From an optimization exercise on the open Yosys and OpenROAD flow, aimed at a short achievable clock period and few clock cycles; shortcuts taken in it are not production practice.
Function not checked in this run: the RTL went through the layout flow alone.
No activity file was given, so power comes from the tool's default toggle rates.

==> design.v <==
module alu(a, b_x, sub, shamt, sel_sum, sel_and, sel_or, sel_sll, sel_sra, result, ovf);
	input [31:0] a, b_x;
	input sub;
	input [4:0] shamt;
	input sel_sum, sel_and, sel_or, sel_sll, sel_sra;
	output [31:0] result;
	output ovf;
	wire [32:0] s = {a, 1'b1} + {b_x, sub};
	wire [31:0] sum = s[32:1];
	wire [31:0] sll = a << shamt;
	wire [31:0] sra = $signed(a) >>> shamt;
	assign ovf = (a[31] == b_x[31]) & (sum[31] != a[31]);
	assign result = ({32{sel_sum}} & sum)
	              | ({32{sel_and}} & (a & b_x))
	              | ({32{sel_or}}  & (a | b_x))
	              | ({32{sel_sll}} & sll)
	              | ({32{sel_sra}} & sra);
endmodule
module pc (clk, reset, hold, pc);
	input clk, reset, hold;
	output [11:0] pc;
	reg [11:0] pc;
	always @(posedge clk) begin
		if (reset)
			pc <= 12'd0;
		else if (!hold)
			pc <= pc + 12'd1;
	end
endmodule
module regfile(clock, reset, we, waddr, wdata, raddrA, raddrB, rdataA, rdataB);
	input clock, reset, we;
	input [4:0] waddr, raddrA, raddrB;
	input [31:0] wdata;
	output [31:0] rdataA, rdataB;
	reg [31:1] valid;
	wire [31:0] rv [0:31];
	assign rv[0] = 32'd0;
	always @(posedge clock) begin
		if (reset)
			valid <= 31'd0;
		else if (we && waddr != 5'd0)
			valid[waddr] <= 1'b1;
	end
	genvar k;
	generate
		for (k = 1; k < 32; k = k + 1) begin : r
			reg [31:0] q;
			always @(posedge clock)
				if (we && waddr == k)
					q <= wdata;
			assign rv[k] = q & {32{valid[k]}};
		end
	endgenerate
	assign rdataA = rv[raddrA];
	assign rdataB = rv[raddrB];
endmodule
module processor(clock, reset, address_imem, q_imem, address_dmem, data, wren, q_dmem);
	input clock, reset;
	output [11:0] address_imem;
	input [31:0] q_imem;
	output [11:0] address_dmem;
	output [31:0] data;
	output wren;
	input [31:0] q_dmem;
	wire stall;
	wire [11:0] pc_q;
	pc instance_pc(.clk(clock), .reset(reset), .hold(stall), .pc(pc_q));
	assign address_imem = pc_q;
	reg [31:0] ir;
	reg ir_v;
	always @(posedge clock) begin
		if (reset)
			ir_v <= 1'b0;
		else if (!stall)
			ir_v <= 1'b1;
		if (!stall)
			ir <= q_imem;
	end
	reg        w_we, w_ovf;
	reg [4:0]  w_dest;
	reg [31:0] w_val;
	reg        e_we_rd, e_can_ovf, e_lw, e_addi, e_sub;
	reg        e_sum, e_and, e_or, e_sll, e_sra;
	reg [4:0]  e_rd, e_shamt;
	reg [31:0] e_a, e_bx;
	reg        fa_rd, fa_30, fb_rd, fb_30;
	wire [4:0] d_op  = ir[31:27];
	wire [4:0] d_rd  = ir[26:22];
	wire [4:0] d_rs  = ir[21:17];
	wire [4:0] d_rt  = ir[16:12];
	wire [4:0] d_aop = ir[6:2];
	wire d_r    = ir_v & (d_op == 5'b00000);
	wire d_addi = ir_v & (d_op == 5'b00101);
	wire d_sw   = ir_v & (d_op == 5'b00111);
	wire d_lw   = ir_v & (d_op == 5'b01000);
	wire d_add  = d_r & (d_aop == 5'd0);
	wire d_sub  = d_r & (d_aop == 5'd1);
	wire [31:0] d_imm = {{15{ir[16]}}, ir[16:0]};
	wire [4:0] d_bidx = (d_op == 5'b00111) ? d_rd : d_rt;
	wire [31:0] ra, rb;
	regfile my_regfile(
		.clock(clock), .reset(reset),
		.we(w_we), .waddr(w_dest), .wdata(w_val),
		.raddrA(d_rs), .raddrB(d_bidx), .rdataA(ra), .rdataB(rb)
	);
	wire [31:0] va = (w_we && w_dest == d_rs)   ? w_val : ra;
	wire [31:0] vb = (w_we && w_dest == d_bidx) ? w_val : rb;
	wire hitA_rd = e_we_rd & (e_rd == d_rs);
	wire hitA_30 = e_can_ovf & (d_rs == 5'd30);
	assign stall = (d_lw | d_sw) & (hitA_rd | hitA_30);
	wire fwd_a = w_ovf ? fa_30 : fa_rd;
	wire fwd_b = w_ovf ? fb_30 : fb_rd;
	wire [31:0] op_a  = fwd_a ? w_val : e_a;
	wire [31:0] op_bx = fwd_b ? (w_val ^ {32{e_sub}}) : e_bx;
	wire [31:0] alu_res;
	wire alu_ovf;
	alu instance_alu(
		.a(op_a), .b_x(op_bx), .sub(e_sub), .shamt(e_shamt),
		.sel_sum(e_sum), .sel_and(e_and), .sel_or(e_or), .sel_sll(e_sll), .sel_sra(e_sra),
		.result(alu_res), .ovf(alu_ovf)
	);
	wire ovf = e_can_ovf & alu_ovf;
	wire [31:0] res = e_lw ? q_dmem : alu_res;
	wire [31:0] n_val = ovf ? {30'd0, e_sub | e_addi, ~e_addi} : res;
	wire [4:0]  n_dest = ovf ? 5'd30 : e_rd;
	wire        n_we = ovf | e_we_rd;
	reg [11:0] addr_q;
	reg [31:0] data_q;
	reg        wren_q;
	assign address_dmem = addr_q;
	assign data = data_q;
	assign wren = wren_q;
	wire e_writes_rd = ovf ? (d_rd == 5'd30) : (e_we_rd & (e_rd == d_rd));
	always @(posedge clock) begin
		addr_q <= va[11:0] + d_imm[11:0];
		data_q <= e_writes_rd ? n_val : vb;
		if (reset)
			wren_q <= 1'b0;
		else
			wren_q <= d_sw & ~stall;
	end
	always @(posedge clock) begin
		if (reset) begin
			e_we_rd   <= 1'b0;
			e_can_ovf <= 1'b0;
		end else begin
			e_we_rd   <= (d_r | d_addi | d_lw) & (d_rd != 5'd0) & ~stall;
			e_can_ovf <= (d_add | d_sub | d_addi) & ~stall;
		end
		e_lw    <= d_lw;
		e_addi  <= d_addi;
		e_sub   <= d_sub;
		e_sum   <= ~d_r | d_add | d_sub;
		e_and   <= d_r & (d_aop == 5'd2);
		e_or    <= d_r & (d_aop == 5'd3);
		e_sll   <= d_r & (d_aop == 5'd4);
		e_sra   <= d_r & (d_aop == 5'd5);
		e_rd    <= d_rd;
		e_shamt <= ir[11:7];
		e_a     <= va;
		e_bx    <= d_r ? (vb ^ {32{d_sub}}) : d_imm;
		fa_rd   <= hitA_rd;
		fa_30   <= d_rs == 5'd30;
		fb_rd   <= d_r & e_we_rd & (e_rd == d_rt);
		fb_30   <= d_r & (d_rt == 5'd30);
	end
	always @(posedge clock) begin
		if (reset) begin
			w_we  <= 1'b0;
			w_ovf <= 1'b0;
		end else begin
			w_we  <= n_we;
			w_ovf <= ovf;
		end
		w_dest <= n_dest;
		w_val  <= n_val;
	end
endmodule
module skeleton(clock, reset, address_imem, q_imem, address_dmem, data, wren, q_dmem);
	input clock, reset;
	output [11:0] address_imem;
	input [31:0] q_imem;
	output [11:0] address_dmem;
	output [31:0] data;
	output wren;
	input [31:0] q_dmem;
	processor my_processor(
		.clock(clock), .reset(reset),
		.address_imem(address_imem), .q_imem(q_imem),
		.address_dmem(address_dmem), .data(data), .wren(wren), .q_dmem(q_dmem)
	);
endmodule
==> run.sh <==
#!/bin/bash
# synth_recipe.tcl (not shown) runs the flow's synth.tcl, then flattens the netlist and writes it again
# the make line also repeats each setting of config.mk as NAME=value (left out here)
make -C /OpenROAD-flow-scripts/flow DESIGN_CONFIG=/design/flow/config.mk WORK_HOME=/design/flow/orfs CLKGATE_MAP_FILE= SYNTH_SCRIPT=/design/flow/synth_recipe.tcl finish
==> config.mk <==
export PLATFORM = sky130hd
export DESIGN_NAME = skeleton
export DESIGN_NICKNAME = skeleton
export VERILOG_FILES = /design/flow/design.v
export SDC_FILE = /design/flow/constraint.sdc
export NUM_CORES = 4
export LEC_CHECK = 0
export ABC_CLOCK_PERIOD_IN_PS = 2500
export CAP_MARGIN = 20
export CORE_MARGIN = 2
export CORE_UTILIZATION = 40
export PLACE_DENSITY = 0.6
export SETUP_SLACK_MARGIN = 5
export SLEW_MARGIN = 20
==> constraint.sdc <==
create_clock -name core_clock -period 11.0 [get_ports {clock}]
set_input_delay 2.2000 -clock core_clock [delete_from_list [all_inputs] [get_ports {clock}]]
set_output_delay 2.2000 -clock core_clock [all_outputs]
set_load 0.01 [all_outputs]
==> Flow_metrics.wiki <==
{| class="wikitable"
! Metric !! Value
|-
| Data required time of the worst path || 11.69 ns
|-
| Total Wirelength || 409200 um
|-
| Post-placement cell count || 8537
|-
| Post-DR wirelength/cell || 46.11 um
|-
| Commonest non-fill, non-tap cells in the layout || sky130_fd_sc_hd__nand3_1 (1410), sky130_fd_sc_hd__edfxtp_1 (1024), sky130_fd_sc_hd__nand2_1 (516)
|-
| Relative contribution of sequential cells to total power || 0.485
|-
| Number of maximum-capacitance constraint violations || 0
|-
| Total global-route track usage || 0.4733
|-
| Count of pins on the block boundary || 123
|-
| Switch share || 0.2528
|-
| Final hold violations || 0
|-
| Largest clock skew in the final design || 0.03824 ns
|-
| R2R Path Start || my_processor.ir[20]
|-
| Hold buffers post-CTS || 0
|-
| Max IR drop VDD || 123.2 uV
|-
| Placeable core region || 0.1628 mm^2
|-
| Number of synthesized register bits || 1240
|-
| Kind of cell adding the most delay to the critical path || compound AO/OA/AOI/OAI gates
|-
| Switching pwr || 2.695 mW
|-
| Ratio of routed vias to standard cells || 7.831
|-
| Max Clock Freq || 164.4 MHz
|-
| Number of inserted filler cells in the final layout || 15080
|-
| Pwr dens || 141.4 mW/mm^2
|-
| Worst-path fanout max || 23
|-
| Count of mapped cells out of synthesis || 6466
|-
| Worst hold path stage count || 2
|-
| Setup Total Neg Slack || 0 ns
|-
| HPWL Detailed || 249100 um
|-
| First-pass GRT wire length || 540500 um
|-
| Number of synthesized flops with an enable pin || 1024
|-
| Clock root cell || sky130_fd_sc_hd__clkbuf_16
|-
| Vertical extent of the die || 408.7 um
|-
| RSZ-0062 raised after global routing || false
|-
| Post-layout minimum cycle time || 6.083 ns
|-
| Clk pwr share || 0.443
|-
| Full die area || 0.1670 mm^2
|-
| Ratio of cells with drive above 1 in the final layout || 0.1237
|-
| Terminus of the critical flop-to-flop path || my_processor.addr_q[10]
|-
| Most common library cell in the layout ignoring fill and taps || sky130_fd_sc_hd__nand3_1
|-
| Share of async-settable or async-resettable flops after synthesis || 0
|-
| TritonCTS clock tree || yes
|-
| Final estimated routing congestion in global placement || 1.082
|-
| Cell Int Power || 7.967 mW
|-
| Total number of vias || 69500
|-
| Slew headroom || 0.1093
|-
| Type of the setup path with the least slack || register to register
|-
| Startpoint type of the worst setup path || register
|-
| Dominant synthesized flop cell || sky130_fd_sc_hd__edfxtp_1
|-
| Synth warn || 3
|-
| Critical Path End Type || register
|-
| R2R depth || 20
|-
| Number of antenna violations at the first check in global routing || 45
|-
| Measured slew at the worst slew-check pin || 1.326 ns
|-
| Layout overhead on the synthesized area || 15.13%
|-
| Pleak || 24.99 nW
|-
| First DRT Iteration DRCs || 15700
|-
| Endpoints failing setup || 0
|-
| Sequential cell area fraction in the yosys report || 0.5354
|-
| Clock H-tree levels || 4
|-
| Worst-case clock buffer depth || 3
|-
| Pre-antenna DRT Iters || 14
|-
| Highest-delay cell along the critical path || sky130_fd_sc_hd__edfxtp_1
|-
| GRT overflow || 0
|-
| Effective utilization at floorplan || 0.4025
|-
| Post-detailed-route count of antenna-violating nets || 0
|-
| Total clock sinks || 1240
|-
| Slowest Stage Delay on Critical Path || 0.66 ns
|-
| Mean instance size in the synthesized netlist || 10.13 um^2
|-
| Final number of max-transition violations || 0
|-
| Hold Path Origin || my_processor.ir_v
|-
| Number of port buffers || 122
|-
| Clock latency of the later-clocked register in the worst-skew pair || 0.83 ns
|-
| Part of the total power dissipated in combinational logic || 0.072
|-
| Largest net degree at the start of global routing || 65
|-
| Result of the run || timing/DRC/antenna clean
|-
| Data arrival, critical path || 6.77 ns
|-
| Cell Chain, Critical Path || or2_2 -> nor2_4 -> buf_6 -> nand3_1 -> o2111ai_1 -> nor2_1 -> nand4_1 -> a22o_1 -> ha_1 -> inv_1 -> fa_1 -> nor2b_1 -> o21ai_0 -> a21boi_0 -> o21ai_0 -> a21boi_0 -> o21ai_0 -> a21boi_0 -> nor4_1 -> a311o_1
|-
| Register-to-Register Setup Slack || 4.92 ns
|-
| Number of distinct library cells after synthesis || 96
|-
| Horizontal extent of the die || 408.7 um
|-
| Number of DRC violations after detailed routing || 0
|-
| Number of buffer and inverter instances along the worst setup path || 2
|-
| Cell Area, Synth || 0.06551 mm^2
|-
| Post-layout power || 10.66 mW
|-
| Area of the multi-input gates || 0.02864 mm^2
|-
| Number of global-route vias before repair || 62800
|-
| Clock transition at the registers of the reported paths || 0.07 ns
|-
| End of the worst hold path || my_processor.wren_q
|-
| Post-synth net total || 6622
|-
| Sequential cell area || 0.03512 mm^2
|-
| Fin cells || 8875
|-
| TritonCTS buffer count || 138
|-
| Period Utilization, post-route || 0.5530
|-
| Number of standard-cell rows in the floorplan || 148
|-
| Worst min-delay path class || register to register
|-
| # nets final || 6676
|}
## cell families (layout without fill, tap and decap cells)
kind of cell | after synthesis | after routing | share of synthesized area
compound gates | 1202 | 1202 | 0.1251
xor+xnor | 100 | 100 | 0.01337
fa+ha+maj | 90 | 90 | 0.01742
buf+inv | 656 | 813 | 0.03904
flops | 1240 | 1240 | 0.5354
mux | 193 | 193 | 0.04190
other cells | 0 | 77 | 0
simple gates | 2985 | 2985 | 0.2278
## area by class of cell
type / count / share of cell area
Sequential cell: 1240 / 0.4656
Multi-Input combinational cell: 4570 / 0.3798
Timing Repair Buffer: 459 / 0.05199
Clock buffer: 189 / 0.05140
Tap cell: 2175 / 0.03608
Clock inverter: 54 / 0.007017
Inverter: 111 / 0.005524
Antenna cell: 77 / 0.002555
## per-stage QoR
step	util	worst slack, ns	cell area (um^2)	hold WS, ns
after floorplan	-	6.546	65510	0.3571
after global placement	0.4331	4.058	70500	0.4496
after detailed placement	0.4331	4.020	70500	0.4544
after CTS	0.4609	5.020	75020	0.4535
after global routing	0.4625	4.978	75280	0.4805
final	0.4633	4.917	75420	0.4448
## power by group through the flow
stage | logic (mW) | clock network [mW] | registers (mW)
3_3_place_gp | 0.685 | 0 | 5.28
4_1_cts | 0.695 | 4.66 | 5.17
6_report | 0.769 | 4.72 | 5.17
2_1_floorplan | 0.279 | 0 | 5.30
5_1_grt | 0.750 | 4.84 | 5.17
3_5_place_dp | 0.686 | 0 | 5.28
## state kept, by name, summed over array words and instances (netlist names), 12 cells and up
signal / flops
my_processor.addr_q: 12
my_processor.instance_pc.pc: 12
my_processor.e_a: 32
my_processor.w_val: 32
my_processor.e_bx: 32
my_processor.my_regfile.valid: 31
my_processor.my_regfile.r.q: 992
my_processor.data_q: 32
my_processor.ir: 32
## how the worst max path moves through the flow
stage | from | to | slack (ns) | cells after the start
detailed placement | my_processor.w_ovf | my_processor.data_q[23] | 4.02 | 15
floorplan | my_processor.ir[21] | my_processor.addr_q[10] | 6.55 | 23
global route | my_processor.ir[20] | my_processor.addr_q[10] | 4.98 | 20
CTS | my_processor.w_ovf | my_processor.data_q[23] | 5.02 | 15
finish | my_processor.ir[20] | my_processor.addr_q[10] | 4.92 | 20
global placement | my_processor.w_ovf | my_processor.data_q[23] | 4.06 | 15
## routing by layer
layer  part of all wire  up-vias  track usage
li1                   -    25270            -
met1               0.32    32950       0.5321
met2               0.38     8341       0.6364
met3               0.18     2893       0.2787
met4               0.11       47       0.3787
met5             0.0043        -      0.07529
## Yosys cell counts, drive strengths merged (78+ instances only)
cell / number / area, um^2
and3: 119 / 744.5
buf: 109 / 504.2
nor2: 288 / 1081
a31oi: 130 / 819.5
o2111ai: 82 / 718.2
o211ai: 78 / 585.6
nand3: 1411 / 7062
nand2: 524 / 1969
o22ai: 135 / 844.6
edfxtp: 1024 / 30750
ha: 88 / 1101
o21ai: 207 / 1036
a21oi: 208 / 1041
clkbuf: 436 / 1637
dfxtp: 216 / 4324
nand4: 276 / 1727
mux2i: 114 / 1172
inv: 107 / 401.6
nor4: 110 / 700.7
## tightest hold or removal path: cells and delay by family (launching register included)
family           cells  cell delay [ns]
AND/OR/NAND/NOR      2             0.09
flip-flops           1             0.32
## timing repair
action | in CTS | in global routing
setup endpoints to repair | 31 | 31
pin swaps | 1 | 1
setup buffers | 11 | 3
resized for setup | 4 | 18
cloned | 0 | 0

-- separate check: timing with driven ports --
No port has a modelled driver above. Below, the same layout with a new extraction and two added sets of constraints. Step 1, drivers: a clkbuf_16 drives clock and a buf_2 each remaining input, both assumed. Step 2 moves the port delays by t, midway between the first and last clock arrival at a register: inputs arrive t later, outputs are due t later. That takes back most of the time a late clock gives input paths. Three values: ideal, step 1, step 2; two values: the first two.
t, ns: 0.903
slack for setup (ns): 4.917 / 4.917 / 4.917
hold slack, ns: 0.445 / 0.445 / 0.445
After both steps setup and hold are still met in this run. The setup slack of this run moves by 0.000 ns with the drivers and by 0.000 ns with both steps.
